From an optimization exercise on the open Yosys and OpenROAD flow, aimed at a short achievable clock period; shortcuts taken in it are not production practice.
Function was checked by simulation only, so behaviour that the tests miss may differ from the original.
The clock port is modelled as an ideal driver, which makes a skipped or thinned clock tree look cheaper than it is; a real chip needs a root buffer or a tree.
No activity file was given, so power comes from the tool's default toggle rates.

Setup of JK:
==> module memory, before the edit <==
module memory #(
    parameter LB = 3,
    parameter NP = 1 << (8 - LB),
    parameter NL = 1 << LB
) (
    input  wire          clk,
    input  wire          reset,
    input  wire [14:0]   instr,      
    input  wire          imm_b,      
    input  wire          op1,        
    input  wire          add_p,      
    input  wire          carry,      
    output wire          wdata,      
    output wire          res_nx      
);
    wire [2:0] op  = instr[14:12];
    wire [7:0] imm = instr[7:0];
    wire is_li  = (op == 3'b000);
    wire is_st  = (op == 3'b001);
    wire is_ld  = (op == 3'b010);
    wire is_add = (op == 3'b011);
    wire new_a  = !reset && (is_st || is_ld);
    reg          mem [0:255];
    reg [NP-1:0] pn;
    reg [NP-1:0] s_new;           
    reg          s_old, s_wb;     
    reg [7:0]    addr;            
    reg [NP-1:0] a_hi_oh;         
    reg [NL-1:0] lo_oh;           
    reg [NP-1:0] wsel;            
    reg          we;              
    reg          result;          
    reg          hold;            
    reg          ma_old, wb;
    reg          sumr;            
    reg          w_reg;           
    reg          w_h, w_s;        
    integer i, j;
    assign wdata = w_h ? hold : (w_s ? sumr : w_reg);
    wire sum = add_p ^ carry;                
    always @(posedge clk)
        for (i = 0; i < 256; i = i + 1)
            if (wsel[i / NL] && lo_oh[i % NL]) mem[i] <= wdata;
    wire [LB-1:0] lo_new = imm[LB-1:0];
    wire [NP-1:0] hi_new = {{(NP-1){1'b0}}, 1'b1} << imm[7:LB];
    always @(posedge clk)
        for (j = 0; j < NP; j = j + 1)
            pn[j] <= mem[(j << LB) | lo_new];
    wire [NP/2-1:0] x_pair;
    wire [NP/8-1:0] x_oct;
    genvar k;
    generate
        for (k = 0; k < NP / 2; k = k + 1) begin : pair
            memory_ao22n g (.a(pn[2*k]), .b(s_new[2*k]), .c(pn[2*k+1]), .d(s_new[2*k+1]), .y(x_pair[k]));
        end
        for (k = 0; k < NP / 8; k = k + 1) begin : oct
            memory_nand4 g (.a(x_pair[4*k]), .b(x_pair[4*k+1]), .c(x_pair[4*k+2]), .d(x_pair[4*k+3]), .y(x_oct[k]));
        end
    endgenerate
    wire x_lo_n, x_hi_n, x;
    memory_nor3 x_lo (.a(x_oct[0]), .b(x_oct[1]), .c(ma_old & s_old), .y(x_lo_n));
    memory_nor2 x_hi (.a(x_oct[2]), .b(x_oct[3]), .y(x_hi_n));
    memory_nand2 x_all (.a(x_lo_n), .b(x_hi_n), .y(x));
    wire hold_nx, ma_nx;
    memory_sel hsel (.x(x), .sx(!we && !s_wb), .e(we ? hold : (s_wb && wb)), .out(hold_nx));
    memory_sel msel (.x(x), .sx(!s_wb), .e(s_wb && wb), .out(ma_nx));
    memory_res rsel (
        .x(x), .sx(!is_add && is_ld && !we && !s_wb),
        .e(!is_add && (is_ld ? (we ? hold : (s_wb && wb)) : result)),
        .carry(carry), .a0(is_add && add_p), .a1(is_add && !add_p), .out(res_nx)
    );
    wire a_hit = we && (addr == imm);
    always @(posedge clk) begin
        hold <= hold_nx;
        ma_old <= ma_nx;
        wb <= wdata;
        sumr <= sum;
        s_new <= new_a ? hi_new : {NP{1'b0}};
        s_old <= !new_a;
        s_wb <= new_a ? a_hit : we;
        w_h <= !reset && is_ld;
        w_s <= !reset && is_add;
        if (new_a) begin
            addr <= imm;
            a_hi_oh <= hi_new;
            lo_oh <= {{(NL-1){1'b0}}, 1'b1} << lo_new;
        end
        if (!reset && is_li)
            w_reg <= imm_b;
        else if (!reset && is_st)
            w_reg <= op1;
        else
            w_reg <= wdata;
    end
    always @(posedge clk or posedge reset) begin
        if (reset) begin
            we <= 1'b0;
            wsel <= {NP{1'b0}};
            result <= 1'b0;
        end else begin
            we <= is_li | is_st | is_add;
            wsel <= is_st ? hi_new : ((is_li | is_add) ? a_hi_oh : {NP{1'b0}});
            result <= res_nx;
        end
    end
endmodule
==> module memory_nor3, before the edit <==
module memory_nor3 (input wire a, b, c, output wire y);
    assign y = !(a | b | c);
endmodule
export LEC_CHECK = 0
export CAP_MARGIN = 20
export CORE_MARGIN = 2
export CORE_UTILIZATION = 65
export SETUP_SLACK_MARGIN = 2.4
export SLEW_MARGIN = 20
export SYNTH_HIERARCHICAL = 1
create_clock -name core_clock -period 4.0 [get_ports {clk}]
standard.sh (not shown) runs the stock make flow with config.mk's settings and CLKGATE_MAP_FILE= SYNTH_SCRIPT=/design/flow/synth_recipe.tcl, a recipe that flattens the netlist after the stock synthesis.
==> flow/flow/run.sh <==
#!/bin/bash
# The standard layout, with the clock tree built by flow/mcts.tcl in place
# of TritonCTS: leaf clkbuf_16 buffers drive about 16 flip-flops each, two
# levels of clkbuf_16 above them share the fanout evenly, and the 4 top
# buffers hang on the clock port. Before it builds the tree, mcts.tcl moves
# each output port's flip-flop and buffer to the port's pin.
# Everything else is the standard.sh.
set -euo pipefail
export PRE_CTS_TCL="$PWD/flow/mcts.tcl"
export MCTS_LEAF=16 MCTS_LEVELS=2 MCTS_ROOTS=4 MCTS_OUTBUF=2
bash standard.sh > standard.log 2>&1
Other scripts of this flow, unchanged in this note and not shown: flow/flow/mcts.tcl
## Diff of input files: MS against JK
--- a/flow/design.v
+++ b/flow/design.v
@@ -100,13 +100,12 @@
     wire is_st  = (op == 3'b001);
     wire is_ld  = (op == 3'b010);
     wire is_add = (op == 3'b011);
     wire new_a  = !reset && (is_st || is_ld);
     reg          mem [0:255];
     reg [NP-1:0] pn;
-    reg [NP-1:0] s_new;           
     reg          s_old, s_wb;     
     reg [7:0]    addr;            
     reg [NP-1:0] a_hi_oh;         
     reg [NL-1:0] lo_oh;           
     reg [NP-1:0] wsel;            
     reg          we;              
@@ -129,37 +128,37 @@
             pn[j] <= mem[(j << LB) | lo_new];
     wire [NP/2-1:0] x_pair;
     wire [NP/8-1:0] x_oct;
     genvar k;
     generate
         for (k = 0; k < NP / 2; k = k + 1) begin : pair
-            memory_ao22n g (.a(pn[2*k]), .b(s_new[2*k]), .c(pn[2*k+1]), .d(s_new[2*k+1]), .y(x_pair[k]));
+            memory_ao22n g (.a(pn[2*k]), .b(a_hi_oh[2*k]), .c(pn[2*k+1]), .d(a_hi_oh[2*k+1]), .y(x_pair[k]));
         end
         for (k = 0; k < NP / 8; k = k + 1) begin : oct
             memory_nand4 g (.a(x_pair[4*k]), .b(x_pair[4*k+1]), .c(x_pair[4*k+2]), .d(x_pair[4*k+3]), .y(x_oct[k]));
         end
     endgenerate
     wire x_lo_n, x_hi_n, x;
-    memory_nor3 x_lo (.a(x_oct[0]), .b(x_oct[1]), .c(ma_old & s_old), .y(x_lo_n));
+    memory_nor2 x_lo (.a(x_oct[0]), .b(x_oct[1]), .y(x_lo_n));
     memory_nor2 x_hi (.a(x_oct[2]), .b(x_oct[3]), .y(x_hi_n));
     memory_nand2 x_all (.a(x_lo_n), .b(x_hi_n), .y(x));
+    wire ma_kept = s_wb ? wb : (s_old && ma_old);
     wire hold_nx, ma_nx;
-    memory_sel hsel (.x(x), .sx(!we && !s_wb), .e(we ? hold : (s_wb && wb)), .out(hold_nx));
-    memory_sel msel (.x(x), .sx(!s_wb), .e(s_wb && wb), .out(ma_nx));
+    memory_sel hsel (.x(x), .sx(!we && !s_wb && !s_old), .e(we ? hold : ma_kept), .out(hold_nx));
+    memory_sel msel (.x(x), .sx(!s_wb && !s_old), .e(ma_kept), .out(ma_nx));
     memory_res rsel (
-        .x(x), .sx(!is_add && is_ld && !we && !s_wb),
-        .e(!is_add && (is_ld ? (we ? hold : (s_wb && wb)) : result)),
+        .x(x), .sx(!is_add && is_ld && !we && !s_wb && !s_old),
+        .e(!is_add && (is_ld ? (we ? hold : ma_kept) : result)),
         .carry(carry), .a0(is_add && add_p), .a1(is_add && !add_p), .out(res_nx)
     );
     wire a_hit = we && (addr == imm);
     always @(posedge clk) begin
         hold <= hold_nx;
         ma_old <= ma_nx;
         wb <= wdata;
         sumr <= sum;
-        s_new <= new_a ? hi_new : {NP{1'b0}};
         s_old <= !new_a;
         s_wb <= new_a ? a_hit : we;
         w_h <= !reset && is_ld;
         w_s <= !reset && is_add;
         if (new_a) begin
             addr <= imm;
@@ -187,15 +186,12 @@
 endmodule
 module memory_ao22n (input wire a, b, c, d, output wire y);
     assign y = !((a & b) | (c & d));
 endmodule
 module memory_nand4 (input wire a, b, c, d, output wire y);
     assign y = !(a & b & c & d);
-endmodule
-module memory_nor3 (input wire a, b, c, output wire y);
-    assign y = !(a | b | c);
 endmodule
 module memory_nor2 (input wire a, b, output wire y);
     assign y = !(a | b);
 endmodule
 module memory_nand2 (input wire a, b, output wire y);
     assign y = !(a & b);
==> notes.md <==
MS vs. JK: final worst hold slack went down by 0.080 ns. Of the two values seen for worst setup path startpoint, result[5] was produced by JK and result[6] by MS. MS reached the final stage; the timing, design-rule and antenna checks on its layout passed. Compared JK against MS; signal arrival time at the worst endpoint within noise. [compare] base=JK new=MS: number of global-route vias before repair lower, biggest cell delay along the critical path lower, core footprint lower, combinational power lower. From JK to MS the numbers moved as follows: final area now smaller, wire length now smaller, final worst-path setup slack now larger, number of nets in the final layout now smaller.
In every run of this note, the design's own scripts or RTL, not TritonCTS, make the clock network.

## re-timing with driven ports
No port has a modelled driver above. Below, the same layouts with a new extraction and two added sets of constraints. Step 1 sets driving cells, clkbuf_16 on the clock port and buf_2 on the other inputs (assumed; they add their load-dependent delay and slew). Step 2 also shifts input and output timing later by t, the mid clock arrival at the registers, as if the neighbouring blocks saw the same clock. Slacks: ideal / step 1 / step 2; pairs: ideal / step 1.
run | t (ns) | setup slack, ns | worst setup path at the end | cell pins on the clock port's net
JK | 0.858 | 2.030 / 1.745 / 0.887 | input to register | 4
MS | 0.852 | 2.040 / 1.738 / 0.886 | input to register | 4
After both steps setup and hold are still met in every run listed. For MS, which loses most, drivers alone change the setup slack by -0.302 ns; drivers and shift together by -1.154 ns.
